What follows belongs to an exercise in optimizing a design on an open flow for small area; a production flow would make more cautious choices.
In this exercise RTL edits were held to simulation tests only and were not proved equivalent to the original.
Power is estimated from default activity; no workload was simulated.

== exp/yarrow ==
Design BusHarness, start of the top module:
module BusHarness(input clk, input reset,
    input [31:0] io_jtag_haddr,
    input  io_jtag_hwrite,
    input [2:0] io_jtag_hsize,
    input [2:0] io_jtag_hburst,
    input [3:0] io_jtag_hprot,
    input [1:0] io_jtag_htrans,
    input  io_jtag_hmastlock,
    input [31:0] io_jtag_hwdata,
    output[31:0] io_jtag_hrdata,
    output io_jtag_hready,
    output io_jtag_hresp,
    input [31:0] io_dmem_haddr,
    input  io_dmem_hwrite,
    input [2:0] io_dmem_hsize,
    input [2:0] io_dmem_hburst,
    input [3:0] io_dmem_hprot,
    input [1:0] io_dmem_htrans,
    input  io_dmem_hmastlock,
    input [31:0] io_dmem_hwdata,
    output[31:0] io_dmem_hrdata,
    output io_dmem_hready,
    output io_dmem_hresp,
    input [31:0] io_imem_haddr,
    input  io_imem_hwrite,
    input [2:0] io_imem_hsize,
    input [2:0] io_imem_hburst,
    input [3:0] io_imem_hprot,
    input [1:0] io_imem_htrans,
    input  io_imem_hmastlock,
    input [31:0] io_imem_hwdata,
    output[31:0] io_imem_hrdata,
    output io_imem_hready,
    output io_imem_hresp,
    output[31:0] io_uart_paddr,
    output io_uart_pwrite,
    output io_uart_psel,
    output io_uart_penable,
    output[31:0] io_uart_pwdata,
    input [31:0] io_uart_prdata,
    input  io_uart_pready,
    input  io_uart_pslverr,
    output[31:0] io_spi_paddr,
    output io_spi_pwrite,
    output io_spi_psel,
    output io_spi_penable,
    output[31:0] io_spi_pwdata,
    input [31:0] io_spi_prdata,
    input  io_spi_pready,
    input  io_spi_pslverr,
    output[31:0] io_i2c_paddr,
    output io_i2c_pwrite,
    output io_i2c_psel,
    output io_i2c_penable,
    output[31:0] io_i2c_pwdata,
    input [31:0] io_i2c_prdata,
    input  io_i2c_pready,
    input  io_i2c_pslverr,
    output[31:0] io_datamem_haddr,
    output io_datamem_hwrite,
    output[2:0] io_datamem_hsize,
    output[2:0] io_datamem_hburst,
    output[3:0] io_datamem_hprot,
    output[1:0] io_datamem_htrans,
    output io_datamem_hmastlock,
    output[31:0] io_datamem_hwdata,
    input [31:0] io_datamem_hrdata,
    output io_datamem_hsel,
    output io_datamem_hreadyin,
    input  io_datamem_hreadyout,
    input  io_datamem_hresp,
    output[31:0] io_codemem_haddr,
    output io_codemem_hwrite,
    output[2:0] io_codemem_hsize,
    output[2:0] io_codemem_hburst,
    output[3:0] io_codemem_hprot,
    output[1:0] io_codemem_htrans,
    output io_codemem_hmastlock,
    output[31:0] io_codemem_hwdata,
    input [31:0] io_codemem_hrdata,
    output io_codemem_hsel,
    output io_codemem_hreadyin,
    input  io_codemem_hreadyout,
    input  io_codemem_hresp
);
Size in the first run: roughly 200 flip-flops, about 870 I/O pins, ~16000 um^2 of cells after synthesis.
export LEC_CHECK = 0
export CAP_MARGIN = 20
export CORE_AREA = 4 4 276 276
export DIE_AREA = 0 0 280 280
export PLACE_DENSITY = 0.6
export SLEW_MARGIN = 20
create_clock -name core_clock -period 8.0 [get_ports {clk}]
standard.sh (not shown) runs the stock make flow with config.mk's settings and CLKGATE_MAP_FILE= SYNTH_SCRIPT=/design/flow/synth_recipe.tcl, a recipe that flattens the netlist after the stock synthesis.
==> flow/flow/run.sh <==
#!/bin/bash
# Standard ORFS layout, except that the port buffers are the smallest buffer cell
# (buf_1) instead of the cell buffer_ports picks by default.
set -euo pipefail
export BUFFER_PORTS_ARGS="-buffer_cell sky130_fd_sc_hd__buf_1"
bash standard.sh finish > flow_make.log 2>&1
exp/yarrow: full flow OK, the timing, DRC and antenna checks passed
What exp/maple does differently from exp/yarrow at the input level:
==> flow/run.sh (new file) <==
#!/bin/bash
# synth_recipe.tcl (not shown) runs the flow's synth.tcl, then flattens the netlist and writes it again
# the make line also repeats each setting of config.mk as NAME=value (left out here)
make -C /OpenROAD-flow-scripts/flow DESIGN_CONFIG=/design/flow/config.mk WORK_HOME=/design/flow/orfs CLKGATE_MAP_FILE= SYNTH_SCRIPT=/design/flow/synth_recipe.tcl finish
removed: flow/flow/run.sh
removed: flow/standard.sh
Summary of exp/maple over exp/yarrow: final area now larger; highest achievable clock rate lower; power share of the combinational group climbed 6.9 points; final worst setup slack shows a reduction of 1.04 ns.
Remaining max-slew budget at the tightest pin: exp/maple worse than exp/yarrow
Both conditions hold for exp/maple: the flow ran to the end and the final layout passed the timing, DRC and antenna checks.
exp/maple vs exp/yarrow, placer's final routability congestion estimate went down by 0.011.
The non-clock buffer count of exp/maple and that of exp/yarrow are within noise of each other.
| overall power | exp/maple vs exp/yarrow | worse |
Re sequential share of layout area: exp/maple is 4.7 points down on exp/yarrow.
Comparing exp/maple with exp/yarrow, the filler-free cell count of the finished design came out essentially unchanged.
Here is what was changed in the inputs of exp/juniper compared with exp/maple.
- ABC_AREA now 1, previously not set
==> flow/flow/run.sh (new file) <==
#!/bin/bash
# Standard ORFS layout, except that the port buffers are the smallest buffer cell
# (buf_1) instead of the cell buffer_ports picks by default.
set -euo pipefail
export BUFFER_PORTS_ARGS="-buffer_cell sky130_fd_sc_hd__buf_1"
bash standard.sh finish > flow_make.log 2>&1
==> flow/standard.sh (new file) <==
#!/bin/bash
# synth_recipe.tcl (not shown) runs the flow's synth.tcl, then flattens the netlist and writes it again
# the make line also repeats each setting of config.mk as NAME=value (left out here)
make -C /OpenROAD-flow-scripts/flow DESIGN_CONFIG=/design/flow/config.mk WORK_HOME=/design/flow/orfs CLKGATE_MAP_FILE= SYNTH_SCRIPT=/design/flow/synth_recipe.tcl "${@:-finish}"
removed: flow/run.sh
Notes after the runs:
On exp/juniper: post-route cell area is about 25% lower than what exp/maple gave.
As of exp/juniper, first-pass GRT wire length had fallen by a little under 10% compared to exp/maple.
As far as worst-skew pair later-pin latency is concerned, exp/juniper and exp/maple perform about the same.
Taking exp/maple over exp/juniper, the layout net count ratio works out to 0.897.
exp/juniper ended with less fraction of power consumed by the clock network than exp/maple.
Of exp/juniper and exp/maple, the run reporting the lower area share of and/or/nand/nor cells after synthesis was exp/maple.
Compared with exp/maple, exp/juniper shows a area added between synthesis and finish that is 34 points lower.
exp/juniper against exp/maple: final cell count saw an increase, met3 demand-to-capacity share in global routing now larger.

-- static timing again, ports no longer ideal --
How much do the figures lean on ideal ports? The routed layouts below were timed once more, with nothing changed but the port constraints. Step 1 sets driving cells, clkbuf_16 on the clock port and buf_2 on the other inputs (assumed; they add their load-dependent delay and slew). Step 2 times the ports against the registers' clock, not the clock port: input delays grow and output delays shrink by t, the midpoint of the rising clock arrivals with the driver on. a / b / c = ideal ports / drivers / drivers and shift; a / b = the first two.
| run | t (ns) | setup WS [ns] | hold WS [ns] | clock arrival spread, ns | cell pins on the clock port's net |
|---|---|---|---|---|---|
| exp/yarrow | 0.495 | 2.200 / 2.152 / 2.152 | 0.459 / 0.459 / 0.459 | 0.016 / 0.016 | 1 |
| exp/maple | 0.497 | 1.164 / 1.135 / 1.135 | 0.488 / 0.488 / 0.488 | 0.019 / 0.019 | 1 |
| exp/juniper | 0.492 | 2.118 / 2.068 / 2.102 | 0.462 / 0.462 / 0.462 | 0.027 / 0.028 | 1 |
After both steps setup and hold are still met in every run listed. The setup slack of exp/yarrow, which loses most, moves by -0.048 ns with the drivers and by -0.048 ns with both steps.
